Source: an optimization exercise on an open RTL-to-GDS flow (aim: small area, a short achievable clock period and few clock cycles per item). Production flows keep margins and buffers that such runs may drop. At most, simulation tests tie the RTL to the original design; equivalence was not proved. For run 6, only the layout was checked, not whether the RTL still works. Power and IR drop assume default switching activity.

<file path="design/flow/flow/run.sh">
#!/bin/bash
export BUFFER_PORTS_ARGS="-buffer_cell sky130_fd_sc_hd__buf_1"
bash standard.sh > standard.log 2>&1
</file>
<file path="design/flow/standard.sh">
#!/bin/bash
# synth_recipe.tcl (not shown) runs the flow's synth.tcl, then flattens the netlist and writes it again
# the make line also repeats each setting of config.mk as NAME=value (left out here)
make -C /OpenROAD-flow-scripts/flow DESIGN_CONFIG=/design/flow/config.mk WORK_HOME=/design/flow/orfs CLKGATE_MAP_FILE= SYNTH_SCRIPT=/design/flow/synth_recipe.tcl "${@:-finish}"
</file>
<file path="design/flow/config.mk">
export PLATFORM = sky130hd
export DESIGN_NAME = div_unit
export DESIGN_NICKNAME = div_unit
export VERILOG_FILES = /design/flow/design.v
export SDC_FILE = /design/flow/constraint.sdc
export NUM_CORES = 4
export LEC_CHECK = 0
export ABC_AREA = 1
export CAP_MARGIN = 5
export CORE_MARGIN = 2
export CORE_UTILIZATION = 40
export PLACE_DENSITY = 0.6
export SETUP_SLACK_MARGIN = 1.0
export SLEW_MARGIN = 5
</file>
<file path="design/flow/constraint.sdc">
create_clock -name core_clock -period 5.5 [get_ports {clk}]
set_input_delay 1.1000 -clock core_clock [delete_from_list [all_inputs] [get_ports {clk}]]
set_output_delay 1.1000 -clock core_clock [all_outputs]
set_load 0.01 [all_outputs]
</file>
<file path="design/flow/design.v">
package mem_types;
    localparam NUM_SETS = 32;
    localparam NUM_ISETS= 32;
    typedef struct packed {  
        logic [(31-($clog2(NUM_SETS)+5)):00] tag;
        logic [($clog2(NUM_SETS)-1):00] set_addr;
        logic [04:00] offset;
        logic   [31:0]  ufp_addr;
        logic   [3:0]   ufp_rmask;
        logic   [3:0]   ufp_wmask;
        logic   [31:0]  ufp_wdata;
    } cache_t;
    typedef struct packed {  
        logic [(31-($clog2(NUM_ISETS)+5)):00] tag;
        logic [($clog2(NUM_ISETS)-1):00] set_addr;
        logic [04:00] offset;
        logic   [31:0]  ufp_addr;
        logic   [3:0]   ufp_rmask;
        logic   [3:0]   ufp_wmask;
        logic   [31:0]  ufp_wdata;
    } icache_t;
endpackage : mem_types
package rv32i_types;
    localparam NUM_ARCH_REG = 32;
    localparam NUM_ROB_ENTRIES = 8;
    localparam NUM_PHYS_REG = NUM_ROB_ENTRIES+ 32;
    localparam PHYS_REG_IDX = $clog2(NUM_PHYS_REG) - 1;
    localparam ARCH_REG_IDX = $clog2(NUM_ARCH_REG) - 1;
    localparam NUM_RS_ENTRIES = 2;
    localparam ST_Q_ENTRIES = 2;  
    localparam LD_RS_ENTRIES = 2;  
    localparam BRANCH_PRED_M = 1;
    localparam NUM_ORDER = 10;
    typedef struct packed {
        logic valid;
        logic [63:0] order;
        logic [31:0] inst;
        logic [ARCH_REG_IDX:0] rs1_addr, rs2_addr, rd_addr;
        logic [31:0] rs1_rdata, rs2_rdata, rd_wdata;
        logic [31:0] pc_rdata;
        logic [31:0] pc_wdata;
        logic [31:0] mem_addr;
        logic [3:0] mem_rmask;
        logic [3:0] mem_wmask;
        logic [31:0] mem_rdata;
        logic [31:0] mem_wdata;
    } rvfi_t;
    typedef struct packed {
        logic [ARCH_REG_IDX:0] rd;
        logic [PHYS_REG_IDX:0] pd;
        logic valid;
        logic [$clog2(NUM_ROB_ENTRIES)-1:0] rob_entry_idx;
        logic [31:0] rs1_value, rs2_value, value;
        logic [6:0]  opcode;
        logic [31:0] pc;
        logic [31:0] calculated_pc_next;
        logic [31:0] mem_addr;
        logic [3:0]  mem_rmask;
        logic [3:0]  mem_wmask;
        logic [31:0]  mem_rdata;
        logic [31:0]  mem_wdata;
    } cdb_entry_t; 
    typedef struct packed {
        logic   [31:0]  inst;  
        logic   [31:0]  pc;
        logic   [31:0]  pc_next;  
        logic           valid;  
        logic   [PHYS_REG_IDX:0]   ps1_s, ps2_s, pd_s;
        logic   [ARCH_REG_IDX:0]  rd_s, rs1_s, rs2_s;
        logic   ps1_valid, ps2_valid;
        logic   [2:0]   funct3;
        logic   [6:0]   funct7;
        logic   [6:0]   opcode;
        logic   [31:0]  imm;
        logic   [63:0]  order;
        logic   [BRANCH_PRED_M - 1:0]   br_hist;
        logic           regf_we;
    } decode_rename_to_dispatch_t;  
    typedef struct packed {
        logic [PHYS_REG_IDX:0] pd;
        logic [ARCH_REG_IDX:0] rs1, rs2, rd;
        logic           write_en;  
    } decode_rename_to_RAT_t;  
    typedef struct packed {
        logic [PHYS_REG_IDX:0] ps1, ps2;
        logic ps1_valid, ps2_valid;
    } RAT_to_decode_rename_t;  
    typedef struct packed {
        logic [ARCH_REG_IDX:0] rd;
        logic [PHYS_REG_IDX:0] pd;
        logic [31:0] pc;
        logic [31:0] pc_next;
        logic [63:0] order;
        logic [6:0] opcode;
        logic [31:0] calculated_pc_next;
        logic   [BRANCH_PRED_M - 1:0]   br_hist;
    } dispatch_to_ROB_only_data_t;  
    typedef struct packed {
        dispatch_to_ROB_only_data_t dispatch_to_ROB_only_data;  
        rvfi_t rvfi;
        logic enqueue_rob;
    } dispatch_to_ROB_t;
    typedef struct packed {
        logic commit;
        dispatch_to_ROB_only_data_t dispatch_data;
        rvfi_t rvfi;
    } ROB_entry_t;
    typedef struct packed {
        logic [($clog2(NUM_ROB_ENTRIES)-1):0] rob_entry_idx;
        logic is_rob_full;
    } ROB_to_dispatch_t;  
    typedef struct packed {
        ROB_entry_t rob_entry;
        logic is_rob_empty;
    } ROB_to_RRF_t;
    typedef struct packed {
        logic dequeue;
    } RRF_to_ROB_t;
    typedef struct packed {
        logic ps1_valid, ps2_valid;
        logic [PHYS_REG_IDX:0] ps1, ps2, pd;
        logic [ARCH_REG_IDX:0] rd;
        logic [2:0] funct3;
        logic [6:0] funct7;
        logic [6:0] opcode;
        logic [31:0] imm;
        logic [$clog2(NUM_ROB_ENTRIES)-1:0] rob_entry_idx;
        logic [31:0] pc;
        logic valid;
    } dispatch_to_rs_t;
    typedef struct packed {
        logic ps1_valid, ps2_valid;
        logic [PHYS_REG_IDX:0] ps1, ps2, pd;
        logic [ARCH_REG_IDX:0] rd;
        logic [2:0] funct3;
        logic [6:0] opcode;
        logic [31:0] imm;
        logic [$clog2(NUM_ROB_ENTRIES)-1:0] rob_entry_idx;
        logic [31:0] pc;
        logic valid;
    } dispatch_to_lsq_t;
    typedef struct packed {
        logic ps1_valid, ps2_valid;
        logic [PHYS_REG_IDX:0] ps1, ps2, pd;
        logic [ARCH_REG_IDX:0] rd;
        logic [2:0] funct3;
        logic [6:0] funct7;
        logic [6:0] opcode;
        logic [31:0] imm;
        logic [$clog2(NUM_ROB_ENTRIES)-1:0] rob_entry_idx;
        logic [31:0] pc;
        logic valid;
    } rs_to_alu_t;
       typedef struct packed {
        logic ps1_valid, ps2_valid;
        logic [PHYS_REG_IDX:0] ps1, ps2, pd;
        logic [ARCH_REG_IDX:0] rd;
        logic [2:0] funct3;
        logic [6:0] funct7;
        logic [6:0] opcode;
        logic [31:0] imm;
        logic [$clog2(NUM_ROB_ENTRIES)-1:0] rob_entry_idx;
        logic [31:0] pc;
        logic valid;
    } rs_to_br_t;
    typedef struct packed {
        logic ps1_valid, ps2_valid;
        logic [PHYS_REG_IDX:0] ps1, ps2, pd;
        logic [ARCH_REG_IDX:0] rd;
        logic [2:0] funct3;
        logic [6:0] funct7;
        logic [6:0] opcode;
        logic [31:0] imm;
        logic [$clog2(NUM_ROB_ENTRIES)-1:0] rob_entry_idx;
        logic [31:0] pc;
        logic valid;
    } rs_to_mult_t;
    typedef struct packed {
        logic ps1_valid, ps2_valid;
        logic [PHYS_REG_IDX:0] ps1, ps2, pd;
        logic [ARCH_REG_IDX:0] rd;
        logic [2:0] funct3;
        logic [6:0] funct7;
        logic [6:0] opcode;
        logic [31:0] imm;
        logic [$clog2(NUM_ROB_ENTRIES)-1:0] rob_entry_idx;
        logic [31:0] pc;
        logic valid;
    } rs_to_div_t;
    typedef struct packed {
        logic [PHYS_REG_IDX:0] pd;
        logic [ARCH_REG_IDX:0] rd;
        logic [2:0] funct3;
        logic [6:0] opcode;
        logic [$clog2(NUM_ROB_ENTRIES)-1:0] rob_entry_idx;
        logic [31:0] pc;
        logic valid;
    } mult_pipe_t;
    typedef struct packed {
        rs_to_alu_t data;
        logic [NUM_ORDER:0] order;
    } ALU_RS_entry_t;
    typedef struct packed {
        rs_to_alu_t data;
        logic [NUM_ORDER:0] order;
    } MUL_RS_entry_t;
    typedef struct packed {
        rs_to_br_t data;
        logic [NUM_ORDER:0] order;
    } BR_RS_entry_t;
    typedef struct packed {
        dispatch_to_lsq_t data;
        logic valid;
    } lsq_entry_t;
    typedef struct packed {
       logic   [31:0]  inst;
       logic   [31:0]  pc;
       logic   [31:0]  pc_next;
       logic   [63:0]  order;
       logic           valid;  
    } fetch_to_queue;  
    typedef enum logic [6:0] {
        op_b_lui       = 7'b0110111,  
        op_b_auipc     = 7'b0010111,  
        op_b_jal       = 7'b1101111,  
        op_b_jalr      = 7'b1100111,  
        op_b_br        = 7'b1100011,  
        op_b_load      = 7'b0000011,  
        op_b_store     = 7'b0100011,  
        op_b_imm       = 7'b0010011,  
        op_b_reg       = 7'b0110011   
    } rv32i_opcode;
    typedef enum logic [6:0] {
        base           = 7'b0000000,
        variant        = 7'b0100000,
        mult           = 7'b0000001
    } funct7_t;
    typedef enum logic [2:0] {
        arith_f3_add   = 3'b000,  
        arith_f3_sll   = 3'b001,
        arith_f3_slt   = 3'b010,
        arith_f3_sltu  = 3'b011,
        arith_f3_xor   = 3'b100,
        arith_f3_sr    = 3'b101,  
        arith_f3_or    = 3'b110,
        arith_f3_and   = 3'b111
    } arith_f3_t;
    typedef enum logic [2:0] {
        load_f3_lb     = 3'b000,
        load_f3_lh     = 3'b001,
        load_f3_lw     = 3'b010,
        load_f3_lbu    = 3'b100,
        load_f3_lhu    = 3'b101
    } load_f3_t;
    typedef enum logic [2:0] {
        store_f3_sb    = 3'b000,
        store_f3_sh    = 3'b001,
        store_f3_sw    = 3'b010
    } store_f3_t;
    typedef enum logic [2:0] { 
        branch_f3_beq  = 3'b000,
        branch_f3_bne  = 3'b001,
        branch_f3_blt  = 3'b100,
        branch_f3_bge  = 3'b101,
        branch_f3_bltu = 3'b110,
        branch_f3_bgeu = 3'b111
    } branch_f3_t;
    typedef enum logic [2:0] {
        alu_op_add     = 3'b000,
        alu_op_sll     = 3'b001,
        alu_op_sra     = 3'b010,
        alu_op_sub     = 3'b011,
        alu_op_xor     = 3'b100,
        alu_op_srl     = 3'b101,
        alu_op_or      = 3'b110,
        alu_op_and     = 3'b111
    } alu_ops;
    typedef enum logic [2:0] {
        mul_op_mul      = 3'b000,
        mul_op_mulh     = 3'b001,
        mul_op_mulhsu   = 3'b010,
        mul_op_mulhu    = 3'b011,
        mul_op_div      = 3'b100,
        mul_op_divu     = 3'b101,
        mul_op_rem      = 3'b110,
        mul_op_remu     = 3'b111
    } mul_ops;
    typedef union packed {
        logic [31:0] word;
        struct packed {
            logic [11:0] i_imm;
            logic [4:0]  rs1;
            logic [2:0]  funct3;
            logic [4:0]  rd;
            rv32i_opcode opcode;
        } i_type;
        struct packed {
            logic [6:0]  funct7;
            logic [4:0]  rs2;
            logic [4:0]  rs1;
            logic [2:0]  funct3;
            logic [4:0]  rd;
            rv32i_opcode opcode;
        } r_type;
        struct packed {
            logic [11:5] imm_s_top;
            logic [4:0]  rs2;
            logic [4:0]  rs1;
            logic [2:0]  funct3;
            logic [4:0]  imm_s_bot;
            rv32i_opcode opcode;
        } s_type;
        struct packed {
            logic [11:5] imm_s_top;
            logic [4:0]  rs2;
            logic [4:0]  rs1;
            logic [2:0]  funct3;
            logic [4:0]  imm_s_bot;
            rv32i_opcode opcode;
        } b_type;
        struct packed {
            logic [31:12] imm;
            logic [4:0]   rd;
            rv32i_opcode  opcode;
        } j_type;
    } instr_t;
endpackage : rv32i_types
module div_unit
(
    input  logic        clk,
    input  logic        rst,
    input  logic        issue,           
    input  logic [2:0]  funct3,          
    input  logic [6:0]  opcode,
    input  logic [4:0]  rd,
    input  logic [5:0]  pd,
    input  logic [2:0]  rob_idx,
    input  logic [31:0] pc,
    input  logic [31:0] ps1_value,
    input  logic [31:0] ps2_value,
    output logic        ready,           
    input  logic        cdb_dequeue,     
    output logic        res_valid,
    output logic [4:0]  res_rd,
    output logic [5:0]  res_pd,
    output logic [2:0]  res_rob_idx,
    output logic [31:0] res_value,
    output logic [31:0] res_rs1_value,
    output logic [31:0] res_rs2_value,
    output logic [31:0] res_pc,
    output logic [31:0] res_pc_next,
    output logic [6:0]  res_opcode
);
function automatic logic [5:0] bitlen(input logic [31:0] x);
    bitlen = 6'd0;
    for (int i = 0; i < 32; i++)
        if (x[i]) bitlen = i + 1;
endfunction
function automatic logic [31:0] or_down(input logic [31:0] x);
    or_down = x;
    or_down = or_down | (or_down >> 1);
    or_down = or_down | (or_down >> 2);
    or_down = or_down | (or_down >> 4);
    or_down = or_down | (or_down >> 8);
    or_down = or_down | (or_down >> 16);
endfunction
function automatic logic [31:0] or_up(input logic [31:0] x);
    or_up = x << 1;
    or_up = or_up | (or_up << 1);
    or_up = or_up | (or_up << 2);
    or_up = or_up | (or_up << 4);
    or_up = or_up | (or_up << 8);
    or_up = or_up | (or_up << 16);
endfunction
logic s_idle, s_setup, s_iter, s_done;
logic [31:0] a_r, b_r, pc_r;
logic [6:0]  opcode_r;
logic [4:0]  rd_r;
logic [5:0]  pd_r;
logic [2:0]  rob_r;
logic        rem_r;       
logic        sa_r, sb_r;  
logic        quick_r;     
logic [5:0]  lb_r;        
logic [5:0]  n_r;         
logic [31:0] r_r;         
logic [31:0] q_r;         
logic        sgn_i, sa_i, sb_i, dbz_i, quick_i;
logic [31:0] ma_i, mb_i, pa_i;
assign sgn_i = ~funct3[0];
assign sa_i  = sgn_i & ps1_value[31];
assign sb_i  = sgn_i & ps2_value[31];
assign dbz_i = (ps2_value == 32'd0);
assign ma_i  = ps1_value ^ {32{sa_i}};
assign mb_i  = ps2_value ^ {32{sb_i}};
assign pa_i  = or_down(ma_i);
assign quick_i = dbz_i | (|(mb_i & ~(sa_i ? {pa_i[30:0], 1'b1} : pa_i)));
logic [31:0] fx_in, fx_out;
logic        fx_neg;
assign fx_in  = s_setup ? a_r : (rem_r ? r_r : q_r);
assign fx_neg = s_setup ? sa_r : (~quick_r & (rem_r ? sa_r : (sa_r ^ sb_r)));
assign fx_out = fx_in ^ ({32{fx_neg}} & or_up(fx_in));
logic [5:0]  n_diff, n_set;
assign n_diff = n_r - lb_r + 6'd1;
assign n_set  = n_diff[5] ? 6'd32 : {n_diff[5:1] + {4'd0, n_diff[0]}, 1'b0};
logic [31:0] rot1, rot2, rot3, rot, lowmask;
assign rot1    = n_set[1] ? {fx_out[1:0], fx_out[31:2]} : fx_out;
assign rot2    = n_set[2] ? {rot1[3:0],   rot1[31:4]}   : rot1;
assign rot3    = n_set[3] ? {rot2[7:0],   rot2[31:8]}   : rot2;
assign rot     = n_set[4] ? {rot3[15:0],  rot3[31:16]}  : rot3;
assign lowmask = 32'hffffffff >> n_set;
logic [35:0] r4, nb1, nb2, d1, d2, d3, cs_s, cs_c;
logic        c_b;
logic [1:0]  qdig;
logic [31:0] r_next;
assign c_b  = ~sb_r;
assign r4   = {2'b00, r_r, q_r[31:30]};
assign nb1  = {4'b1111, b_r ^ {32{c_b}}};
assign nb2  = {nb1[34:0], c_b};
assign d1   = r4 + nb1 + {35'd0, c_b};
assign d2   = r4 + nb2 + {35'd0, c_b};
assign cs_s = r4 ^ nb1 ^ nb2;
assign cs_c = {((r4[34:0] & nb1[34:0]) | (r4[34:0] & nb2[34:0]) | (nb1[34:0] & nb2[34:0])), c_b};
assign d3   = cs_s + cs_c + {35'd0, c_b};
always_comb begin
    if (!d3[35])      begin qdig = 2'd3; r_next = d3[31:0]; end
    else if (!d2[35]) begin qdig = 2'd2; r_next = d2[31:0]; end
    else if (!d1[35]) begin qdig = 2'd1; r_next = d1[31:0]; end
    else              begin qdig = 2'd0; r_next = r4[31:0]; end
end
assign ready     = s_idle | (s_done & cdb_dequeue);
assign res_valid = s_done;
always_ff @(posedge clk) begin
    if (rst) begin
        s_idle  <= 1'b1;
        s_setup <= 1'b0;
        s_iter  <= 1'b0;
        s_done  <= 1'b0;
    end else begin
        s_setup <= issue & ~quick_i;
        s_iter  <= s_setup | (s_iter & (n_r != 6'd2));
        s_done  <= (issue & quick_i) | (s_iter & (n_r == 6'd2)) | (s_done & ~cdb_dequeue);
        s_idle  <= (s_idle & ~issue) | (s_done & cdb_dequeue & ~issue);
    end
end
always_ff @(posedge clk) begin
    if (issue) begin
        a_r      <= ps1_value;
        b_r      <= ps2_value;
        pc_r     <= pc;
        opcode_r <= opcode;
        rd_r     <= rd;
        pd_r     <= pd;
        rob_r    <= rob_idx;
        rem_r    <= funct3[1];
        sa_r     <= sa_i;
        sb_r     <= sb_i;
        quick_r  <= quick_i;
        lb_r     <= bitlen(mb_i);
        n_r      <= bitlen(ma_i) + {5'd0, sa_i};
    end else if (s_setup) begin
        n_r      <= n_set;
    end else if (s_iter) begin
        n_r      <= n_r - 6'd2;
    end
end
always_ff @(posedge clk) begin
    if (issue) begin
        r_r <= ps1_value;
        q_r <= {32{dbz_i}};
    end else if (s_setup) begin
        r_r <= rot & lowmask;
        q_r <= rot & ~lowmask;
    end else if (s_iter) begin
        r_r <= r_next;
        q_r <= {q_r[29:0], qdig};
    end
end
logic [31:0] pc_carry;
assign pc_carry = {~or_up(~{pc_r[31:2], 2'b11})};
assign res_rd        = rd_r;
assign res_pd        = pd_r;
assign res_rob_idx   = rob_r;
assign res_value     = fx_out;
assign res_rs1_value = a_r;
assign res_rs2_value = b_r;
assign res_pc        = pc_r;
assign res_pc_next   = {pc_r[31:2] ^ pc_carry[31:2], pc_r[1:0]};
assign res_opcode    = opcode_r;
endmodule
</file>
==> impl_metrics.env, run 1 <==
export IMPL_syn_nets=2786
export IMPL_total_power_mw=14.72
export IMPL_grt_max_degree=74
export IMPL_stdcell_area_mm2=0.02308
export IMPL_hold_class="register to register"
export IMPL_synth_cell_types=69
export IMPL_final_hold_viol_count=0
export IMPL_critPathSlowestCell="edfxtp_1"
export IMPL_min_delay_start="s_iter"
export IMPL_cap_violations=0
export IMPL_dieArea_mm2=0.05035
export IMPL_reg2reg_to="r_r[12]"
export IMPL_critical_path_class="register to output port"
export IMPL_grtUsageTotal_pct=28.32
export IMPL_cp_required_ps=4400
export IMPL_synth_compound_area_share_pct=18.16
export IMPL_syn_area_mm2=0.01943
export IMPL_cp_cell_sequence="buf_6, buf_4, nand2_1, nand3_2, o21ai_4, nand2_2, nor2_4, nand4_4, nor2_4, nand2_4, nor2_8, nand2_4, o21ai_4, nand2_2, a21oi_4, xnor2_2, buf_2"
export IMPL_gp_congestion=0.9943
export IMPL_slew_headroom_pct=28.11
export IMPL_chipWidth_um=224.4
export IMPL_max_freq_mhz=227.6
export IMPL_reg2reg_depth=19
export IMPL_final_nets=3118
export IMPL_drive_gt1_share_pct=10.02
export IMPL_antenna_found_initial=0
export IMPL_ios=307
export IMPL_min_period_ps=4394
export IMPL_n_antenna_cell=0
export IMPL_cp_max_fo=6
export IMPL_cpPeakStageDelay_ps=500
export IMPL_avgSynthCellArea_um2=7.728
export IMPL_crit_family="simple AND/OR/NAND/NOR gates"
export IMPL_cts_root_buf="clkbuf_16"
export IMPL_fp_dieH_um=224.4
export IMPL_skew_ps=33.12
export IMPL_placed_area_mm2=0.02138
export IMPL_hpwl_um=60240
export IMPL_wl_um=74190
export IMPL_status="finished clean"
export IMPL_synth_async_reset_ratio_pct=0
export IMPL_setup_tns_ps=0
export IMPL_reg2reg_from="sb_r"
export IMPL_synth_seq_cells=201
export IMPL_row_count=80
export IMPL_synthMuxAreaShare_pct=0.9274
export IMPL_area_growth_pct=18.81
export IMPL_whs_ps=478.5
export IMPL_synthAdderAreaFrac_pct=10.88
export IMPL_cellLeakagePower_nw=9.694
export IMPL_clk_pin_slew_ps=60
export IMPL_core_region_area_mm2=0.04785
export IMPL_ys_warn_count=1
export IMPL_worstPathArrival_ps=3290
export IMPL_cts_sinks=201
export IMPL_h_tree_depth=1
export IMPL_dpl_cell_count=3403
export IMPL_drv_slew=0
export IMPL_synth_top_family_by_area="simple AND/OR/NAND/NOR gates"
export IMPL_antenna_left=0
export IMPL_setup_viol_count_final=0
export IMPL_seq_area_frac_synth_pct=30.86
export IMPL_firstDrtPassIters=8
export IMPL_drt_iter0_markers=1663
export IMPL_clock_path_buffers=3
export IMPL_synth_edf_count=197
export IMPL_end_kind="output port"
export IMPL_r2r_slack_ps=1200
export IMPL_ys_flop_type="edfxtp_1"
export IMPL_grt_pass1_vias=18463
export IMPL_irDropWorstVdd_v=0.0003196
export IMPL_overflow=0
export IMPL_min_path_cells=2
export IMPL_io_buffer_count=305
export IMPL_ctsHoldBuffers=0
export IMPL_synth_xor_area_share_pct=10.54
export IMPL_holdPathEnd="s_iter"
export IMPL_netlist_instances=2514
export IMPL_final_cells=3479
export IMPL_critPathBufInv=3
export IMPL_yosys_area_share_simple_pct=21.44
export IMPL_fin_crit_sh_pct=79.88
export IMPL_cp_start_kind="register"
export IMPL_vias_per_cell=5.594
export IMPL_tightest_slew_ps=1078
export IMPL_numCtsBuffers=25
export IMPL_p_per_area_mw_per_mm2=637.7
export IMPL_rsz0062_at_grt="true"
export IMPL_start_util_pct=40.60
export IMPL_num_vias=19462
export IMPL_wl_per_cell_um=21.32
export IMPL_clock_latency_ps=570
export IMPL_cts_tree="done"
export IMPL_drcViolationCount=0
export IMPL_grt_pass1_wl_um=108600
==> worst max-delay path by stage <==
stage / from / end / slack (ps) / depth (start not counted)
2_1_floorplan: sb_r / r_r[30] / 1010 / 26
3_3_place_gp: sb_r / r_r[30] / 240 / 24
3_5_place_dp: sb_r / r_r[13] / 150 / 22
4_1_cts: sb_r / r_r[24] / 1000 / 22
5_1_grt: sb_r / r_r[30] / 930 / 25
6_report: rem_r / res_value[31] / 1110 / 17
==> Yosys cell counts (all sizes together), types with 22 or more instances <==
cell | instances | share of area [%]
nor2 | 142 | 3.0
nand2 | 610 | 12
ha | 113 | 7.3
nand3 | 136 | 3.6
edfxtp | 197 | 30
o211ai | 46 | 1.8
a21oi | 205 | 5.3
nor3 | 22 | 0.57
fa | 35 | 3.6
a31oi | 26 | 0.84
o21ai | 226 | 6.1
xnor2 | 107 | 4.9
inv | 237 | 4.6
xor2 | 125 | 5.6
clkbuf | 53 | 1.0
nand4 | 29 | 1.1
buf | 37 | 1.4
==> routing by layer <==
metal,routed length (um),global-route usage [%],vias to the layer above
met1,30550,37.09,9135
met5,0,0,-
met3,5812,3.331,134
met4,2903,9.613,0
met2,34920,48.48,842
li1,-,-,9351
==> registers in the layout, summed over array words and instances (netlist names), 3 cells and up <==
name      cells
r_r          32
n_r           6
q_r          32
rd_r          5
rob_r         3
pd_r          6
opcode_r      7
pc_r         32
b_r          32
lb_r          6
a_r          32
==> logic make-up after synthesis <==
| family | count (synthesis) |
|---|---|
| adder cells (fa/ha/maj) | 148 |
| AND/OR/NAND/NOR | 980 |
| flip-flops | 201 |
| AO/OA/AOI/OAI | 601 |
| buffers and inverters | 334 |
| XOR/XNOR | 232 |
| multiplexers | 18 |
==> worst min-delay path, delay by kind of cell, from the launching register on <==
kind	cells	cell delay [ps]
flops	1	320
compound gates	1	50
simple gates	1	60
==> area by class of cell <==
cell class                      count  area, um2
Fill cell                        4749      24770
Clock inverter                     17      151.4
Clock buffer                       28      636.9
Multi-Input combinational cell   1979      12690
Timing Repair Buffer              395       1902
Sequential cell                   201       5996
Tap cell                          615      769.5
Inverter                          244      939.7
==> cell usage in the layout (no fill, tap or decap), types with 17 or more instances in the layout <==
cell type    n
nand2_1    600
buf_1      300
inv_1      222
edfxtp_1   197
a21oi_1    196
o21ai_0    152
nand3_1    129
nor2_1     127
xor2_1     122
ha_1       109
xnor2_1     85
buf_4       81
o21ai_1     49
o211ai_1    46
fa_1        33
nand4_1     26
clkbuf_16   25
a31oi_1     21
o221ai_1    21
o21ai_2     20
mux2i_1     18
nor3_1      17
==> where the power goes <==
part	switching [mW]	leakage, nW	internal (mW)
sequential	0.434	1.99	2.04
clock	0.661	0.375	0.927
combinational	6.88	7.33	3.77
total	7.98	9.69	6.74
==> metrics by stage <==
| stage | setup WS [ps] | util (%) |
|---|---|---|
| after CTS | 1002 | 46.98 |
| after global placement | 244.1 | 44.68 |
| after detailed placement | 146.2 | 44.68 |
| after global routing | 929.6 | 48.24 |
| after floorplan | 1012 | - |
| final | 1106 | 48.24 |
==> timing repair <==
item,in CTS,in global routing
buffers inserted,9,22
gates resized for setup,50,92
endpoints found under the setup margin,57,76
pin swaps,5,23
Testbench counts, summed over its fixed seeds: cycles 17,896, ops 3,200.
==> run 2: changes to the inputs <==
--- a/design/flow/config.mk
+++ b/design/flow/config.mk
@@ -7,8 +7,8 @@
 export LEC_CHECK = 0
 export ABC_AREA = 1
-export CAP_MARGIN = 5
+export CAP_MARGIN = 20
 export CORE_MARGIN = 2
-export CORE_UTILIZATION = 40
-export PLACE_DENSITY = 0.6
+export CORE_UTILIZATION = 60
+export PLACE_DENSITY = 0.75
 export SETUP_SLACK_MARGIN = 1.0
-export SLEW_MARGIN = 5
+export SLEW_MARGIN = 20
==> run 2 against run 1 <==
Effect of this change:
- clock skew decreased by 14 ps
- sequential power about the same
- first-iteration DRC count increased by 52%
- final cell count decreased by 7.0%
- register-to-register slack got worse by 30 ps
- worst setup slack got worse by 26 ps
- via count increased by 4.3%
- critical path type unchanged
- highest routed layer unchanged
==> impl_metrics.env, run 2 <==
export IMPL_intPower_mw=6.642
export IMPL_final_cells=3237
export IMPL_vias_per_cell=6.272
export IMPL_p_per_area_mw_per_mm2=644.9
export IMPL_grt_pass1_vias=18746
export IMPL_p_switching_mw=8.037
export IMPL_synthAdderAreaFrac_pct=10.88
export IMPL_reg2reg_to="r_r[10]"
export IMPL_drive_gt1_share_pct=9.104
export IMPL_cp_max_fo=45
export IMPL_final_cell_mix="nand2_1, buf_1, inv_1"
export IMPL_dieArea_mm2=0.03383
export IMPL_netlist_area_leader_share_pct=30.45
export IMPL_setup_viol_count_final=0
export IMPL_slew_headroom_pct=40.30
export IMPL_h_tree_depth=1
export IMPL_area_growth_pct=17.17
export IMPL_fin_ws_ps=1080
export IMPL_grtUsageTotal_pct=40.27
export IMPL_setup_tns_ps=0
export IMPL_num_vias=20303
export IMPL_netlist_instances=2514
export IMPL_numCtsBuffers=23
export IMPL_final_common_cell="nand2_1"
export IMPL_startpoint="s_setup"
export IMPL_hold_class="register to register"
export IMPL_synth_most_common_cell="nand2_1"
export IMPL_fill_cells=2551
export IMPL_hpwl_um=55270
export IMPL_synth_top_area_cell="edfxtp_1"
export IMPL_antenna_left=0
export IMPL_drt_iter0_markers=2532
export IMPL_syn_area_mm2=0.01943
export IMPL_regArea_mm2=0.005996
export IMPL_wl_per_cell_um=22.12
export IMPL_min_period_ps=4420
export IMPL_ys_flop_type="edfxtp_1"
export IMPL_reg2reg_from="sb_r"
export IMPL_dpl_cell_count=3170
export IMPL_avgSynthCellArea_um2=7.728
export IMPL_r2r_slack_ps=1170
export IMPL_synth_compound_area_share_pct=18.16
export IMPL_drcViolationCount=0
export IMPL_clock_path_buffers=3
export IMPL_seq_power_share_pct=16.9
export IMPL_reg2reg_depth=21
export IMPL_cellLeakagePower_nw=9.605
export IMPL_cts_tree="done"
export IMPL_fp_dieH_um=183.9
export IMPL_gp_congestion=1.086
export IMPL_postLayoutCoreUtil_pct=71.77
export IMPL_chipWidth_um=183.9
export IMPL_cts_root_buf="clkbuf_16"
export IMPL_worstSetupEndpoint="res_value[31]"
export IMPL_synthMuxAreaShare_pct=0.9274
export IMPL_comb_power_share_pct=73.1
export IMPL_sw_frac_of_total_pct=54.75
export IMPL_cap_violations=0
export IMPL_irDropWorstVdd_v=0.0003719
export IMPL_grt_pass1_wl_um=103700
export IMPL_syn_nets=2786
export IMPL_synthTopCellsByCount="nand2_1, inv_1, a21oi_1"
export IMPL_critical_path_class="register to output port"
export IMPL_end_kind="output port"
export IMPL_ios=307
export IMPL_cp_required_ps=4400
export IMPL_clk_pin_slew_ps=70
export IMPL_multi_input_area_mm2=0.01280
export IMPL_ctsHoldBuffers=0
export IMPL_ys_warn_count=1
export IMPL_io_buffer_count=305
export IMPL_synth_edf_count=197
export IMPL_drv_slew=0
export IMPL_clkPwrFrac_pct=10.0
export IMPL_synth_seq_cells=201
export IMPL_yosys_area_share_simple_pct=21.44
export IMPL_post_place_ws_ps=414.2
export IMPL_worstPathArrival_ps=3320
export IMPL_cp_start_kind="register"
export IMPL_max_freq_mhz=226.2
export IMPL_synth_cell_types=69
export IMPL_core_region_area_mm2=0.03172
export IMPL_overflow=0
export IMPL_row_count=65
export IMPL_fin_crit_sh_pct=80.36
export IMPL_grt_max_degree=65
export IMPL_rsz0062_at_grt="true"
export IMPL_synth_xor_area_share_pct=10.54
export IMPL_synth_top_family_by_area="simple AND/OR/NAND/NOR gates"
export IMPL_clock_latency_ps=550
export IMPL_antenna_found_initial=0
export IMPL_synth_area_leaders="edfxtp_1, nand2_1, ha_1"
export IMPL_status="finished clean"
export IMPL_synth_async_reset_ratio_pct=0
export IMPL_cts_sinks=201
export IMPL_skew_ps=19.10
export IMPL_firstDrtPassIters=6
export IMPL_start_util_pct=61.25
export IMPL_tightest_slew_ps=886.1
export IMPL_wl_um=71610
export IMPL_whs_ps=482.2
export IMPL_seq_area_frac_synth_pct=30.86
export IMPL_final_nets=3089
export IMPL_final_hold_viol_count=0
[run 2: cell types whose count changed in the layout (fill, tap and decap cells not counted), sizes merged]
cell,before,now
nand2,610,611
inv,237,240
clkbuf,31,39
diode,0,1
buf,392,358
bufinv,2,1
clkinvlp,4,3
clkinv,18,12
[run 2: repair_timing]
item                       in CTS  in global routing
buffers inserted                4                 12
setup endpoints to repair      47                 73
gates cloned                    0                  8
pin swaps                       1                 15
gates resized for setup        30                129
[run 2: metal layers]
metal	vias to the layer above	track usage (%)	part of all wire (%)	routed length [um]
met1	9385	51.61	37	26340
met5	-	0	0	0
met3	255	6.399	12	8552
met4	0	21.98	6.5	4675
met2	1364	65.37	45	32050
li1	9299	-	-	-
[run 2: logic make-up after synthesis]
| group | after synthesis |
|---|---|
| buffers and inverters | 334 |
| flip-flops | 201 |
| adder cells (fa/ha/maj) | 148 |
| AND/OR/NAND/NOR | 980 |
| multiplexers | 18 |
| AO/OA/AOI/OAI | 601 |
| XOR/XNOR | 232 |
[run 2: stage by stage]
step	power, mW	area [um2]
6_report	14.68	22760
5_1_grt	15.71	22760
4_1_cts	13.76	21830
3_5_place_dp	12.20	20970
3_3_place_gp	12.03	20970
2_1_floorplan	9.387	19430
[run 2: worst min path at each step]
stage                     startpoint     end  cells past startpoint
after CTS                     s_iter  s_iter                      2
after global placement        s_iter  s_iter                      2
after global routing          s_iter  s_iter                      2
after floorplan               s_iter  s_iter                      2
after detailed placement      s_iter  s_iter                      2
final                         s_iter  s_iter                      2
[run 2: final cells by class]
class | count | area share, %
well taps | 402 | 2.210
repair buffers | 366 | 7.877
diodes | 1 | 0.01099
inverters | 244 | 4.194
flip-flops and latches | 201 | 26.34
multi-input cells | 1980 | 56.25
clock inverters | 11 | 0.3463
clock buffers | 31 | 2.748
repair inverters | 1 | 0.02199
[run 2: power by group through the flow]
| stage | combinational, mW | sequential (mW) | clock (mW) |
|---|---|---|---|
| 5_1_grt | 11.7 | 2.49 | 1.53 |
| 2_1_floorplan | 7.07 | 2.32 | 0 |
| 4_1_cts | 9.85 | 2.45 | 1.47 |
| 3_3_place_gp | 9.56 | 2.47 | 0 |
| 3_5_place_dp | 9.72 | 2.48 | 0 |
| 6_report | 10.7 | 2.48 | 1.47 |
[run 2: worst max-delay path: stages (launching register included)]
cell and delay, ps:
dfxtp_1 320, bufinv_8 400, buf_4 290, nand3_1 90, o21ai_1 280, nand4_2 250
nor2_8 220, nand2_1 80, o21ai_2 180, nand2_2 100, a21oi_2 150, xnor2_2 180
buf_2 200
==> run 3: changes to the inputs <==
--- a/design/flow/config.mk
+++ b/design/flow/config.mk
@@ -9,6 +9,6 @@
 export CAP_MARGIN = 20
 export CORE_MARGIN = 2
-export CORE_UTILIZATION = 60
-export PLACE_DENSITY = 0.75
+export CORE_UTILIZATION = 50
+export PLACE_DENSITY = 0.65
 export SETUP_SLACK_MARGIN = 1.0
 export SLEW_MARGIN = 20
==> run 3 against run 2 <==
Effect of this change:
- clock skew grew 9.6 ps
- flip-flop and latch count stayed put
- via count down 3.8%
- synthesized area unchanged
- total power decreased by 1.0%
- synthesized cell count did not move
- final cell count up 3.8%
- non-clock buffer count increased by 10
- global-route usage shrank 6.4 points
- wire length down 0.45%
- critical endpoint unchanged
==> impl_metrics.env, run 3 <==
export IMPL_netlist_instances=2514
export IMPL_antenna_found_initial=2
export IMPL_placed_area_mm2=0.02119
export IMPL_start_util_pct=50.50
export IMPL_synth_cell_types=69
export IMPL_num_vias=19533
export IMPL_hpwl_um=57460
export IMPL_synthTopCellsByCount="nand2_1, inv_1, a21oi_1"
export IMPL_intPower_mw=6.626
export IMPL_dpl_cell_count=3300
export IMPL_grtUsageTotal_pct=33.85
export IMPL_synth_seq_cells=201
export IMPL_cpPeakStageDelay_ps=380
export IMPL_n_antenna_cell=0
export IMPL_fp_dieH_um=201.1
export IMPL_total_power_mw=14.53
export IMPL_ios=307
export IMPL_critical_path_class="register to output port"
export IMPL_end_kind="output port"
export IMPL_h_tree_depth=1
export IMPL_avgSynthCellArea_um2=7.728
export IMPL_firstDrtPassIters=6
export IMPL_drv_slew=0
export IMPL_synth_area_leaders="edfxtp_1, nand2_1, ha_1"
export IMPL_hold_class="register to register"
export IMPL_fill_cells=3637
export IMPL_syn_area_mm2=0.01943
export IMPL_drive_gt1_share_pct=9.465
export IMPL_setup_tns_ps=0
export IMPL_row_count=72
export IMPL_ys_warn_count=1
export IMPL_slew_headroom_pct=36.65
export IMPL_globalRouteMet1Util_pct=45.16
export IMPL_final_common_cell="nand2_1"
export IMPL_cts_sinks=201
export IMPL_dieArea_mm2=0.04045
export IMPL_grt_most_used_layer="met2"
export IMPL_final_cell_mix="nand2_1, buf_1, inv_1"
export IMPL_grt_met2_usage_pct=56.22
export IMPL_wl_per_cell_um=21.22
export IMPL_chipWidth_um=201.1
export IMPL_seq_area_frac_synth_pct=30.86
export IMPL_setup_viol_count_final=0
export IMPL_area_growth_pct=18.08
export IMPL_syn_nets=2786
export IMPL_cts_root_buf="clkbuf_16"
export IMPL_rsz0062_at_grt="true"
export IMPL_seq_power_share_pct=17.1
export IMPL_clock_latency_ps=540
export IMPL_status="finished clean"
export IMPL_sw_frac_of_total_pct=54.40
export IMPL_irDropWorstVdd_v=0.0003223
export IMPL_stdcell_area_mm2=0.02294
export IMPL_clk_pin_slew_ps=60
export IMPL_ys_flop_type="edfxtp_1"
export IMPL_grt_use_met3_pct=4.260
export IMPL_gp_congestion=0.9909
export IMPL_fin_crit_sh_pct=79.08
export IMPL_synth_most_common_cell="nand2_1"
export IMPL_comb_power_share_pct=73.0
export IMPL_clkPwrFrac_pct=10.0
export IMPL_drcViolationCount=0
export IMPL_cp_cell_sequence="buf_12, inv_6, buf_6, nand2_1, nand3_1, o21ai_2, nand2_2, nor2_4, nand4_4, nor2_8, nand2_1, o21ai_2, nand2_2, a21oi_2, xnor2_2, buf_2"
export IMPL_skew_ps=28.65
export IMPL_grt_max_degree=73
export IMPL_synth_edf_count=197
export IMPL_clock_path_buffers=3
export IMPL_final_nets=3098
export IMPL_whs_ps=472.0
export IMPL_cap_violations=0
export IMPL_grt_pass1_wl_um=105000
export IMPL_worstPathArrival_ps=3250
export IMPL_drt_iter0_markers=1877
export IMPL_cellLeakagePower_nw=9.607
export IMPL_grt_pass1_vias=18205
export IMPL_synth_top_area_cell="edfxtp_1"
export IMPL_io_buffer_count=305
export IMPL_cp_start_kind="register"
export IMPL_netlist_area_leader_share_pct=30.45
export IMPL_vias_per_cell=5.813
export IMPL_cts_tree="done"
export IMPL_final_cells=3360
export IMPL_numCtsBuffers=24
export IMPL_max_freq_mhz=229.9
export IMPL_overflow=0
export IMPL_antenna_left=0
export IMPL_cp_required_ps=4400
export IMPL_synth_async_reset_ratio_pct=0
export IMPL_final_hold_viol_count=0
export IMPL_p_switching_mw=7.904
export IMPL_tightest_slew_ps=950.3
export IMPL_wl_um=71290
export IMPL_cp_max_fo=28
export IMPL_p_per_area_mw_per_mm2=633.4
export IMPL_core_region_area_mm2=0.03847
export IMPL_min_period_ps=4349
export IMPL_critPathSlowestCell="edfxtp_1"
-- run 3: logic make-up (layout without fill, tap and decap cells) --
family	count (synthesis)	count (layout)	share of synthesized area, %
XOR/XNOR	232	232	10.54
AO/OA/AOI/OAI	601	601	18.16
AND/OR/NAND/NOR	980	980	21.44
multiplexers	18	18	0.9274
buffers and inverters	334	662	7.194
adder cells (fa/ha/maj)	148	148	10.88
flip-flops	201	201	30.86
-- run 3: final timing paths --
path / slack [ps] / cells after the start / startpoint / endpoint
max reg2reg: 1220 / 26 / sb_r / r_r[30]
max: 1150 / 16 / rem_r / res_value[31]
min: 470 / 2 / s_iter / s_iter
min reg2reg: 470 / 2 / s_iter / s_iter
-- run 3: power by group through the flow --
stage               clock network, mW  logic (mW)  registers (mW)
global placement                    0        9.76            2.48
CTS                              1.46        9.99            2.46
finish                           1.45        10.6            2.48
detailed placement                  0        9.87            2.49
global route                     1.52        11.7            2.50
floorplan                           0        7.07            2.32
-- run 3: area by class of cell --
class | instances | area, um2 | share of cell area (%)
clock buffers | 31 | 648.1 | 2.825
flip-flops and latches | 201 | 5996 | 26.14
multi-input cells | 1979 | 12860 | 56.08
repair buffers | 376 | 1795 | 7.827
clock inverters | 11 | 56.30 | 0.2454
well taps | 518 | 648.1 | 2.825
inverters | 244 | 932.1 | 4.063
-- run 3: critical path: cells and delay by family, from the launching register on --
kind                      cells  cell delay (ps)
and+or+nand+nor               8              960
AOI/OAI and AO/OA             3              490
xor gates and xnor gates      1              190
DFF                           1              380
buffers and inverters         4              670
-- run 3: layer usage --
| metal | up-vias | part of all wire, % |
|---|---|---|
| met3 | 141 | 8.6 |
| met2 | 955 | 46 |
| li1 | 9323 | - |
| met1 | 9112 | 41 |
| met4 | 2 | 4.3 |
| met5 | - | 0.011 |
-- run 3: what timing repair did --
item,CTS,global route
gates resized for setup,36,135
hold buffers,0,0
setup buffers,3,14
gates cloned,0,1
pin swaps,1,18
setup endpoints to repair,46,77
-- run 3: through the flow --
stage | utilization [%] | worst slack (ps)
floorplan | - | 1012
global placement | 55.07 | 296.0
detailed placement | 55.07 | 341.4
CTS | 57.40 | 966.8
global route | 59.64 | 895.2
finish | 59.64 | 1151
==> run 4: changes to the inputs <==
--- a/design/flow/config.mk
+++ b/design/flow/config.mk
@@ -10,4 +10,5 @@
 export CORE_MARGIN = 2
 export CORE_UTILIZATION = 50
+export GPL_ROUTABILITY_DRIVEN = 0
 export PLACE_DENSITY = 0.65
 export SETUP_SLACK_MARGIN = 1.0
==> run 4 against run 3 <==
Effect of this change:
- global-route usage is 0.47 points lower
- synthesized cell count stayed put
- core utilization is 0.39 points lower
- die area stayed put
- fmax is 0.88% lower
- largest cell class unchanged
- highest routed layer is now met4
==> impl_metrics.env, run 4 <==
export IMPL_status="finished clean"
export IMPL_ys_flop_type="edfxtp_1"
export IMPL_synth_cell_types=69
export IMPL_sw_frac_of_total_pct=53.83
export IMPL_core_region_area_mm2=0.03847
export IMPL_drcViolationCount=0
export IMPL_synthTopCellsByCount="nand2_1, inv_1, a21oi_1"
export IMPL_skew_ps=43.84
export IMPL_cpPeakStageDelay_ps=440
export IMPL_grtUsageTotal_pct=33.38
export IMPL_cp_max_fo=17
export IMPL_fill_cells=3563
export IMPL_max_freq_mhz=227.9
export IMPL_wl_per_cell_um=20.92
export IMPL_irDropWorstVdd_v=0.0004148
export IMPL_clk_pin_slew_ps=60
export IMPL_netlist_area_leader_share_pct=30.45
export IMPL_regArea_mm2=0.006000
export IMPL_drt_iter0_markers=1931
export IMPL_synth_seq_cells=201
export IMPL_dieArea_mm2=0.04045
export IMPL_comb_power_share_pct=72.2
export IMPL_grt_pass1_vias=18256
export IMPL_cp_required_ps=5780
export IMPL_synth_area_leaders="edfxtp_1, nand2_1, ha_1"
export IMPL_final_cells=3359
export IMPL_rsz0062_at_grt="true"
export IMPL_dpl_cell_count=3291
export IMPL_setup_tns_ps=0
export IMPL_critical_path_class="register to register"
export IMPL_ys_warn_count=1
export IMPL_setup_viol_count_final=0
export IMPL_cts_tree="done"
export IMPL_grt_max_degree=73
export IMPL_fp_dieH_um=201.1
export IMPL_seq_power_share_pct=16.8
export IMPL_final_nets=3099
export IMPL_ctsHoldBuffers=0
export IMPL_hold_class="register to register"
export IMPL_clock_latency_ps=560
export IMPL_clock_path_buffers=3
export IMPL_synth_edf_count=197
export IMPL_vias_per_cell=5.890
export IMPL_chipWidth_um=201.1
export IMPL_netlist_instances=2514
export IMPL_antenna_found_initial=0
export IMPL_p_switching_mw=7.912
export IMPL_hpwl_um=55440
export IMPL_drive_gt1_share_pct=9.468
export IMPL_final_cell_mix="nand2_1, buf_1, inv_1"
export IMPL_firstDrtPassIters=8
export IMPL_drv_slew=0
export IMPL_io_buffer_count=305
export IMPL_start_util_pct=50.50
export IMPL_grt_pass1_wl_um=104200
export IMPL_cap_violations=0
export IMPL_fin_crit_sh_pct=79.78
export IMPL_row_count=72
export IMPL_final_common_cell="nand2_1"
export IMPL_numCtsBuffers=24
export IMPL_cts_root_buf="clkbuf_16"
export IMPL_num_vias=19784
export IMPL_synth_most_common_cell="nand2_1"
export IMPL_overflow=0
export IMPL_multi_input_area_mm2=0.01262
export IMPL_final_hold_viol_count=0
export IMPL_clkPwrFrac_pct=11.0
export IMPL_min_period_ps=4388
export IMPL_synth_async_reset_ratio_pct=0
export IMPL_cellLeakagePower_nw=9.610
export IMPL_r2r_slack_ps=1110
export IMPL_h_tree_depth=1
export IMPL_syn_area_mm2=0.01943
export IMPL_synth_top_area_cell="edfxtp_1"
export IMPL_seq_area_frac_synth_pct=30.86
export IMPL_antenna_left=0
export IMPL_intPower_mw=6.786
export IMPL_area_growth_pct=17.31
export IMPL_end_kind="register"
export IMPL_slew_headroom_pct=34.51
export IMPL_ios=307
export IMPL_worstPathArrival_ps=4670
export IMPL_p_per_area_mw_per_mm2=644.9
export IMPL_cp_cell_sequence="buf_12, xnor2_1, ha_1, a21oi_1, inv_1, a31oi_1, o211ai_1, a21oi_2, inv_1, a31oi_4, o21ai_2, nand2_1, nand2_4, buf_6, o21ai_0, o21ai_0, mux2i_1, o221ai_1"
export IMPL_critPathSlowestCell="edfxtp_1"
export IMPL_tightest_slew_ps=982.3
export IMPL_cts_sinks=201
export IMPL_n_antenna_cell=0
export IMPL_wl_um=70280
export IMPL_syn_nets=2786
export IMPL_cp_start_kind="register"
export IMPL_avgSynthCellArea_um2=7.728
## run 4: cell counts after synthesis
Identical to the previous run, type by type.
## run 4: final cells by class
cell class	count	area share, %
repair buffers	374	7.785
well taps	518	2.844
multi-input cells	1979	55.36
flip-flops and latches	201	26.32
inverters	244	4.145
clock buffers	28	2.745
clock inverters	12	0.7192
repair inverters	3	0.08235
## run 4: worst max-delay path, delay by kind of cell, from the launching register on
kind	cells	cell delay, ps
adder cells (fa/ha/maj)	1	380
XOR/XNOR	1	410
flip-flops	1	440
multiplexers	1	340
AND/OR/NAND/NOR	2	250
buffers and inverters	4	620
AO/OA/AOI/OAI	9	1640
## run 4: per-layer routing
metal	global-route usage, %	vias up	share of wire (%)
met5	0	-	0
met4	15.16	0	4.8
met3	4.713	175	9.7
met2	54.20	1090	46
met1	44.33	9214	40
li1	-	9305	-
## run 4: kinds of logic (layout without fill, tap and decap cells)
group | count (synthesis) | in the layout | synth area share (%)
and+or+nand+nor | 980 | 980 | 21.44
AOI/OAI and AO/OA | 601 | 601 | 18.16
buffers and inverters | 334 | 661 | 7.194
xor gates and xnor gates | 232 | 232 | 10.54
DFF | 201 | 201 | 30.86
adders and majority gates | 148 | 148 | 10.88
muxes | 18 | 18 | 0.9274
## run 4: what timing repair did
item                       4_1_cts  5_1_grt
pin swaps                        3       15
setup buffers                    4       20
gates cloned                     1        3
gates resized for setup         45      100
setup endpoints to repair       43       86
## run 4: path summary, 6_finish.rpt
path	startpoint	to	cells past startpoint
min	s_iter	s_iter	2
max	sb_r	r_r[4]	18
max reg2reg	sb_r	r_r[4]	18
min reg2reg	s_iter	s_iter	2
## run 4: power groups by stage
stage	Sequential (mW)	Combinational, mW	Clock (mW)
after floorplan	2.32	7.07	0
after global placement	2.47	9.58	0
after detailed placement	2.48	9.72	0
after CTS	2.45	9.89	1.63
after global routing	2.49	11.6	1.68
final	2.47	10.6	1.62
## run 4: through the flow
step           power [mW]  hold WS [ps]  worst slack (ps)  area, um2  utilization, %
2_1_floorplan       9.387         441.9              1012      19430               -
3_3_place_gp        12.05         463.8             448.7      21120           54.90
3_5_place_dp        12.20         467.3             416.0      21120           54.90
4_1_cts             13.97         476.9             818.6      22210           57.73
6_report            14.70         476.6              1112      22790           59.25
5_1_grt             15.81         493.7             747.5      22790           59.25
==> run 5: changes to the inputs <==
--- a/design/flow/config.mk
+++ b/design/flow/config.mk
@@ -10,6 +10,5 @@
 export CORE_MARGIN = 2
 export CORE_UTILIZATION = 50
-export GPL_ROUTABILITY_DRIVEN = 0
 export PLACE_DENSITY = 0.65
-export SETUP_SLACK_MARGIN = 1.0
+export SETUP_SLACK_MARGIN = 1.1
 export SLEW_MARGIN = 20
==> run 5 against run 4 <==
Effect of this change:
- core utilization grew 2.6 points
- global-route usage grew 1.0 points
- count of clock-buffer cells in the layout is the same
- first-iteration DRC count grew 3.9%
- fmax shrank 0.37%
- highest routed layer unchanged
- sequential share of layout area shrank 1.1 points
- still clean on timing, DRC and antenna
==> impl_metrics.env, run 5 <==
export IMPL_clock_latency_ps=550
export IMPL_synth_seq_cells=201
export IMPL_hpwl_um=57170
export IMPL_drcViolationCount=0
export IMPL_syn_area_mm2=0.01943
export IMPL_vias_per_cell=5.830
export IMPL_clkPwrFrac_pct=11.5
export IMPL_core_region_area_mm2=0.03847
export IMPL_cts_sinks=201
export IMPL_tightest_slew_ps=900.6
export IMPL_n_antenna_cell=0
export IMPL_row_count=72
export IMPL_final_hold_viol_count=0
export IMPL_drt_iter0_markers=2006
export IMPL_final_nets=3155
export IMPL_max_freq_mhz=227.1
export IMPL_hold_class="register to register"
export IMPL_sw_frac_of_total_pct=52.89
export IMPL_firstDrtPassIters=6
export IMPL_setup_viol_count_final=0
export IMPL_critPathSlowestCell="edfxtp_1"
export IMPL_cp_required_ps=4400
export IMPL_num_vias=19933
export IMPL_grt_max_degree=68
export IMPL_start_util_pct=50.50
export IMPL_p_per_area_mw_per_mm2=642.3
export IMPL_cap_violations=0
export IMPL_multi_input_area_mm2=0.01304
export IMPL_fill_cells=3480
export IMPL_skew_ps=19.19
export IMPL_netlist_area_leader_share_pct=30.45
export IMPL_fp_dieH_um=201.1
export IMPL_avgSynthCellArea_um2=7.728
export IMPL_p_switching_mw=8.082
export IMPL_seq_area_frac_synth_pct=30.86
export IMPL_synth_edf_count=197
export IMPL_cts_root_buf="clkbuf_16"
export IMPL_final_common_cell="nand2_1"
export IMPL_clock_path_buffers=3
export IMPL_ys_flop_type="edfxtp_1"
export IMPL_synth_top_area_cell="edfxtp_1"
export IMPL_seq_power_share_pct=16.2
export IMPL_cpPeakStageDelay_ps=500
export IMPL_ys_warn_count=1
export IMPL_final_cell_mix="nand2_1, buf_1, inv_1"
export IMPL_cp_max_fo=8
export IMPL_synth_area_leaders="edfxtp_1, nand2_1, ha_1"
export IMPL_antenna_found_initial=0
export IMPL_worstPathArrival_ps=3300
export IMPL_antenna_left=0
export IMPL_overflow=0
export IMPL_io_buffer_count=305
export IMPL_area_growth_pct=22.46
export IMPL_placed_area_mm2=0.02123
export IMPL_total_power_mw=15.28
export IMPL_clk_pin_slew_ps=60
export IMPL_syn_nets=2786
export IMPL_intPower_mw=7.199
export IMPL_dieArea_mm2=0.04045
export IMPL_cellLeakagePower_nw=10.06
export IMPL_comb_power_share_pct=72.3
export IMPL_cp_start_kind="register"
export IMPL_regArea_mm2=0.005996
export IMPL_wl_per_cell_um=21.37
export IMPL_ctsHoldBuffers=0
export IMPL_drive_gt1_share_pct=12.55
export IMPL_ios=307
export IMPL_numCtsBuffers=24
export IMPL_critPathMostFrequentCell="nand2_2"
export IMPL_dpl_cell_count=3306
export IMPL_final_cells=3419
export IMPL_fin_crit_sh_pct=80.07
export IMPL_rsz0062_at_grt="true"
export IMPL_setup_tns_ps=0
export IMPL_h_tree_depth=1
export IMPL_grt_pass1_wl_um=107100
export IMPL_synth_cell_types=69
export IMPL_status="finished clean"
export IMPL_synth_async_reset_ratio_pct=0
export IMPL_grtUsageTotal_pct=34.42
export IMPL_irDropWorstVdd_v=0.0002984
export IMPL_min_period_ps=4404
export IMPL_cp_cell_sequence="clkinv_4, buf_12, buf_4, nand2_1, nand3_1, o21ai_1, nand4_2, nor2_8, nand2_2, o21ai_2, nand2_2, a21oi_2, xnor2_2, buf_2"
export IMPL_chipWidth_um=201.1
export IMPL_wl_um=73070
export IMPL_end_kind="output port"
export IMPL_stdcell_area_mm2=0.02379
export IMPL_gp_congestion=1.015
export IMPL_synth_most_common_cell="nand2_1"
export IMPL_grt_pass1_vias=18807
export IMPL_slew_headroom_pct=39.90
export IMPL_netlist_instances=2514
export IMPL_critical_path_class="register to output port"
export IMPL_cts_tree="done"
export IMPL_drv_slew=0
export IMPL_synthTopCellsByCount="nand2_1, inv_1, a21oi_1"
[run 5: power groups by stage]
stage | Clock, mW | Sequential (mW) | Combinational, mW
after floorplan | 0 | 2.32 | 7.07
after global placement | 0 | 2.48 | 9.83
after detailed placement | 0 | 2.48 | 9.94
after CTS | 1.77 | 2.45 | 10.1
after global routing | 1.82 | 2.50 | 12.2
final | 1.75 | 2.48 | 11.0
[run 5: worst paths after layout]
path	startpoint	to	slack, ps	cells past startpoint
worst max register to register	sb_r	r_r[29]	1260	18
worst min-delay path	s_iter	s_iter	490	2
worst max-delay path	rem_r	res_value[31]	1100	14
worst min register to register	s_iter	s_iter	490	2
[run 5: logic make-up after synthesis]
group | synth area share [%]
xor gates and xnor gates | 10.54
DFF | 30.86
muxes | 0.9274
adders and majority gates | 10.88
and+or+nand+nor | 21.44
AOI/OAI and AO/OA | 18.16
buffers and inverters | 7.194
[run 5: routing by layer]
layer  global-route usage [%]  up-vias  part of all wire, %
met4                    14.52        0                  4.6
met2                    56.50     1024                   46
met5                        0        -                    0
met1                    45.59     9316                   41
li1                         -     9431                    -
met3                    4.924      162                  9.0
[run 5: critical path, delay by kind of cell (launching register included)]
kind	cells	cell delay, ps
and+or+nand+nor	6	770
buffers and inverters	4	640
xor gates and xnor gates	1	170
DFF	1	500
AOI/OAI and AO/OA	3	670
[run 5: cell type report]
type	instances	share of cell area, %
Clock inverter	16	0.9256
Tap cell	518	2.724
Clock buffer	28	2.677
Sequential cell	201	25.20
Timing Repair inverter	1	0.03156
Multi-Input combinational cell	1980	54.79
Timing Repair Buffer	431	9.614
Inverter	244	4.034
[run 5: repair_timing]
| action | CTS | global route |
|---|---|---|
| gates cloned | 0 | 5 |
| hold endpoints to repair | 0 | 0 |
| pin swaps | 10 | 40 |
| setup endpoints to repair | 65 | 87 |
| buffers inserted | 13 | 51 |
| gates resized for setup | 56 | 163 |
[run 5: metrics by stage]
stage	setup slack [ps]	hold slack (ps)	util, %
2_1_floorplan	1138	441.9	-
4_1_cts	1019	481.9	58.43
5_1_grt	988.4	519.0	61.85
3_5_place_dp	300.9	473.3	55.19
3_3_place_gp	309.2	465.9	55.19
6_report	1096	486.4	61.85
==> run 6: changes to the inputs <==
--- a/design/flow/design.v
+++ b/design/flow/design.v
@@ -382,9 +382,10 @@
 logic        sa_r, sb_r;  
 logic        quick_r;     
+logic        qneg_r;      
 logic [5:0]  lb_r;        
 logic [5:0]  n_r;         
 logic [31:0] r_r;         
 logic [31:0] q_r;         
-logic        sgn_i, sa_i, sb_i, dbz_i, quick_i;
+logic        sgn_i, sa_i, sb_i, dbz_i, one_i, quick_i;
 logic [31:0] ma_i, mb_i, pa_i;
 assign sgn_i = ~funct3[0];
@@ -392,12 +393,13 @@
 assign sb_i  = sgn_i & ps2_value[31];
 assign dbz_i = (ps2_value == 32'd0);
+assign one_i = (ps2_value == 32'd1) | (sgn_i & (ps2_value == 32'hffffffff));
 assign ma_i  = ps1_value ^ {32{sa_i}};
 assign mb_i  = ps2_value ^ {32{sb_i}};
 assign pa_i  = or_down(ma_i);
-assign quick_i = dbz_i | (|(mb_i & ~(sa_i ? {pa_i[30:0], 1'b1} : pa_i)));
+assign quick_i = dbz_i | one_i | (|(mb_i & ~(sa_i ? {pa_i[30:0], 1'b1} : pa_i)));
 logic [31:0] fx_in, fx_out;
 logic        fx_neg;
 assign fx_in  = s_setup ? a_r : (rem_r ? r_r : q_r);
-assign fx_neg = s_setup ? sa_r : (~quick_r & (rem_r ? sa_r : (sa_r ^ sb_r)));
+assign fx_neg = s_setup ? sa_r : (quick_r ? qneg_r : (rem_r ? sa_r : (sa_r ^ sb_r)));
 assign fx_out = fx_in ^ ({32{fx_neg}} & or_up(fx_in));
 logic [5:0]  n_diff, n_set;
@@ -457,4 +459,5 @@
         sb_r     <= sb_i;
         quick_r  <= quick_i;
+        qneg_r   <= one_i & sb_i;
         lb_r     <= bitlen(mb_i);
         n_r      <= bitlen(ma_i) + {5'd0, sa_i};
@@ -467,6 +470,6 @@
 always_ff @(posedge clk) begin
     if (issue) begin
-        r_r <= ps1_value;
-        q_r <= {32{dbz_i}};
+        r_r <= one_i ? 32'd0 : ps1_value;
+        q_r <= one_i ? ps1_value : {32{dbz_i}};
     end else if (s_setup) begin
         r_r <= rot & lowmask;
--- a/design/flow/config.mk
+++ b/design/flow/config.mk
@@ -11,4 +11,4 @@
 export CORE_UTILIZATION = 50
 export PLACE_DENSITY = 0.65
-export SETUP_SLACK_MARGIN = 1.1
+export SETUP_SLACK_MARGIN = 1.0
 export SLEW_MARGIN = 20
==> run 6 against run 5 <==
Effect of this change:
- critical endpoint is now res_value[30]
- highest routed layer unchanged
- worst setup slack improved by 4.8 ps
- still clean
- critical path type unchanged
- hold slack got worse by 10 ps
- final cell count increased by 4.2%
==> impl_metrics.env, run 6 <==
export IMPL_final_hold_viol_count=0
export IMPL_final_common_cell="nand2_1"
export IMPL_cts_tree="done"
export IMPL_synthMuxAreaShare_pct=0.7312
export IMPL_grt_pass1_wl_um=113700
export IMPL_start_util_pct=50.52
export IMPL_reg2reg_to="r_r[8]"
export IMPL_synth_async_reset_ratio_pct=0
export IMPL_intPower_mw=6.695
export IMPL_ys_warn_count=1
export IMPL_ios=307
export IMPL_chipWidth_um=206.7
export IMPL_cp_cell_sequence="buf_4, nor3_1, a21oi_2, nand3_2, nor2_4, nand4_4, nor2_4, nand2_2, nor2_4, inv_4, o21ai_4, xor2_2, buf_2"
export IMPL_final_nets=3286
export IMPL_tightest_slew_ps=968.9
export IMPL_syn_nets=2954
export IMPL_synth_cell_types=72
export IMPL_comb_power_share_pct=73.1
export IMPL_hold_class="register to register"
export IMPL_critPathBufInv=3
export IMPL_synthAdderAreaFrac_pct=10.30
export IMPL_drcViolationCount=0
export IMPL_end_kind="output port"
export IMPL_critPathSlowestCell="dfxtp_4"
export IMPL_drv_slew=0
export IMPL_startpoint="s_setup"
export IMPL_overflow=0
export IMPL_irDropWorstVdd_v=0.0003398
export IMPL_grt_pass1_vias=19031
export IMPL_stdcell_area_mm2=0.02423
export IMPL_total_power_mw=14.76
export IMPL_r2r_slack_ps=1130
export IMPL_fp_dieH_um=206.7
export IMPL_critPathMostFrequentCell="nor2_4"
export IMPL_skew_ps=38.96
export IMPL_antenna_left=0
export IMPL_ctsHoldBuffers=0
export IMPL_firstDrtPassIters=6
export IMPL_rsz0062_at_grt="true"
export IMPL_netlist_area_leader_share_pct=28.95
export IMPL_h_tree_depth=1
export IMPL_synth_top_area_cell="edfxtp_1"
export IMPL_dieArea_mm2=0.04271
export IMPL_synth_most_common_cell="nand2_1"
export IMPL_vias_per_cell=5.911
export IMPL_row_count=74
export IMPL_drive_gt1_share_pct=10.89
export IMPL_worstSetupEndpoint="res_value[30]"
export IMPL_seq_area_frac_synth_pct=29.34
export IMPL_critical_path_class="register to output port"
export IMPL_fin_crit_sh_pct=79.99
export IMPL_cts_sinks=202
export IMPL_sw_frac_of_total_pct=54.65
export IMPL_setup_tns_ps=0
export IMPL_grt_max_degree=72
export IMPL_synth_edf_count=198
export IMPL_synth_top_family_by_area="simple AND/OR/NAND/NOR gates"
export IMPL_reg2reg_from="sb_r"
export IMPL_yosys_area_share_simple_pct=23.56
export IMPL_grtUsageTotal_pct=35.61
export IMPL_cellLeakagePower_nw=9.994
export IMPL_final_cell_mix="nand2_1, buf_1, inv_1"
export IMPL_cp_required_ps=4400
export IMPL_p_per_area_mw_per_mm2=609.3
export IMPL_cp_max_fo=8
export IMPL_synth_xor_area_share_pct=10.67
export IMPL_post_place_ws_ps=560.0
export IMPL_clock_path_buffers=3
export IMPL_core_region_area_mm2=0.04065
export IMPL_synthTopCellsByCount="nand2_1, inv_1, a21oi_1"
export IMPL_numCtsBuffers=25
export IMPL_num_vias=21062
export IMPL_hpwl_um=62810
export IMPL_area_growth_pct=18.01
export IMPL_io_buffer_count=305
export IMPL_whs_ps=476.1
export IMPL_antenna_found_initial=0
export IMPL_synth_area_leaders="edfxtp_1, nand2_1, ha_1"
export IMPL_placed_area_mm2=0.02231
export IMPL_seq_power_share_pct=16.6
export IMPL_cp_num_cells=13
export IMPL_cts_root_buf="clkbuf_16"
export IMPL_synth_compound_area_share_pct=18.18
export IMPL_fin_ws_ps=1101
export IMPL_avgSynthCellArea_um2=7.656
export IMPL_netlist_instances=2682
export IMPL_gp_congestion=1.002
export IMPL_worstPathArrival_ps=3300
export IMPL_cp_start_kind="register"
export IMPL_crit_family="simple AND/OR/NAND/NOR gates"
export IMPL_n_antenna_cell=0
export IMPL_status="finished clean"
export IMPL_slew_headroom_pct=35.41
export IMPL_ys_flop_type="edfxtp_1"
export IMPL_clk_pin_slew_ps=60
export IMPL_syn_area_mm2=0.02053
export IMPL_p_switching_mw=8.070
export IMPL_clkPwrFrac_pct=10.3
export IMPL_wl_per_cell_um=22.46
export IMPL_cap_violations=0
export IMPL_wl_um=80030
export IMPL_max_freq_mhz=227.3
export IMPL_setup_viol_count_final=0
export IMPL_synth_seq_cells=202
export IMPL_drt_iter0_markers=2179
export IMPL_reg2reg_depth=18
export IMPL_cpPeakStageDelay_ps=460
export IMPL_clock_latency_ps=570
export IMPL_min_period_ps=4399
run 6: cell count changes after synthesis, sizes merged, moves of 9 or more:
cell / previous run / this run
nand3: 136 / 184
o211ai: 46 / 94
nor2: 142 / 181
inv: 237 / 255
o221ai: 21 / 7
nand4: 29 / 41
nor3: 22 / 34
a21oi: 205 / 214
a31oi: 26 / 17
run 6: kinds of logic (layout without fill, tap and decap cells):
group,Yosys count,in the layout
AOI/OAI and AO/OA,628,628
xor gates and xnor gates,239,239
adders and majority gates,148,148
buffers and inverters,358,707
DFF,202,202
muxes,15,15
and+or+nand+nor,1092,1092
run 6: worst reg2reg max path, cell delays in order, from the launching register on:
cell       delay (ps)
edfxtp_1          500
buf_12            210
buf_4             200
xnor2_2           360
fa_1              480
ha_1              350
a21oi_1           150
o21a_1            210
a21oi_1           120
a2111oi_2         220
buf_4             190
nand2_1            60
a31oi_2           180
inv_2              90
buf_12            170
a21oi_1           140
o21ai_0           120
o211ai_1          240
o211ai_1          150
run 6: per-stage QoR:
stage	utilization, %	cells
finish	59.62	3563
global placement	54.87	3476
floorplan	-	2682
CTS	57.31	3525
detailed placement	54.89	3476
global route	59.62	3563
run 6: repair_timing:
action	CTS	global route
endpoints found under the setup margin	62	78
pin swaps	3	26
gates resized for setup	47	111
gates cloned	0	6
buffers inserted	5	32
run 6: area by class of cell:
| class | instances | area, um2 |
|---|---|---|
| Timing Repair Buffer | 399 | 2021 |
| Clock buffer | 30 | 644.4 |
| Timing Repair inverter | 2 | 13.76 |
| Multi-Input combinational cell | 2122 | 13750 |
| Tap cell | 532 | 665.6 |
| Clock inverter | 14 | 81.33 |
| Fill cell | 3905 | 16410 |
| Inverter | 262 | 1023 |
| Sequential cell | 202 | 6030 |
run 6: worst min-delay path by stage:
stage / slack [ps] / to / cells past startpoint / from
after global placement: 450 / s_iter / 2 / s_iter
after global routing: 500 / s_iter / 2 / s_iter
after CTS: 480 / s_iter / 2 / s_iter
after floorplan: 430 / s_iter / 2 / s_iter
after detailed placement: 470 / s_iter / 2 / s_iter
final: 480 / s_iter / 2 / s_iter
run 6: power groups by stage:
stage,clock network (mW),logic (mW),registers (mW)
after floorplan,0,7.02,2.31
after global placement,0,9.79,2.47
after detailed placement,0,9.89,2.47
after CTS,1.53,10.1,2.44
after global routing,1.58,11.8,2.48
final,1.52,10.8,2.46
run 6: routing by layer:
metal | up-vias | GRT usage [%] | wire length (um)
met5 | - | 0 | 0
met4 | 0 | 12.60 | 3061
met3 | 153 | 7.002 | 7459
met2 | 983 | 57.26 | 36310
met1 | 10010 | 47.78 | 33200
li1 | 9916 | - | -

[separate check: timing with driven ports]
No port has a modelled driver above. Below, the same layouts with a new extraction and two added sets of constraints.
Step 1: set_driving_cell puts a clkbuf_16 on clk and a buf_2 on each other input, an assumption about the parent block.
Step 2 times the ports against the registers' clock, not the clock port: input delays grow and output delays shrink by t, the midpoint of the rising clock arrivals with the driver on.
Slacks: ideal ports / drivers / drivers and shift; pairs: ideal ports / drivers.
run | shift t [ns] | slack for setup (ns) | hold WS [ns] | worst setup path after step 2 | worst slew at a driven data input, ns
run 1 | 0.605 | 1.106 / 1.054 / 0.761 | 0.478 / 0.478 / 0.478 | input to register | 0.08
run 2 | 0.591 | 1.080 / 1.025 / 0.821 | 0.482 / 0.482 / 0.482 | input to register | 0.05
run 3 | 0.583 | 1.151 / 1.096 / 0.795 | 0.472 / 0.472 / 0.472 | input to register | 0.07
run 4 | 0.597 | 1.112 / 1.086 / 0.787 | 0.477 / 0.477 / 0.477 | input to register | 0.06
run 5 | 0.591 | 1.096 / 1.041 / 0.843 | 0.486 / 0.486 / 0.486 | input to register | 0.06
run 6 | 0.607 | 1.101 / 1.044 / 0.979 | 0.476 / 0.476 / 0.476 | input to register | 0.07
After both steps setup and hold are still met in every run listed. The setup slack of run 3, which loses most, moves by -0.055 ns with the drivers and by -0.356 ns with both steps.
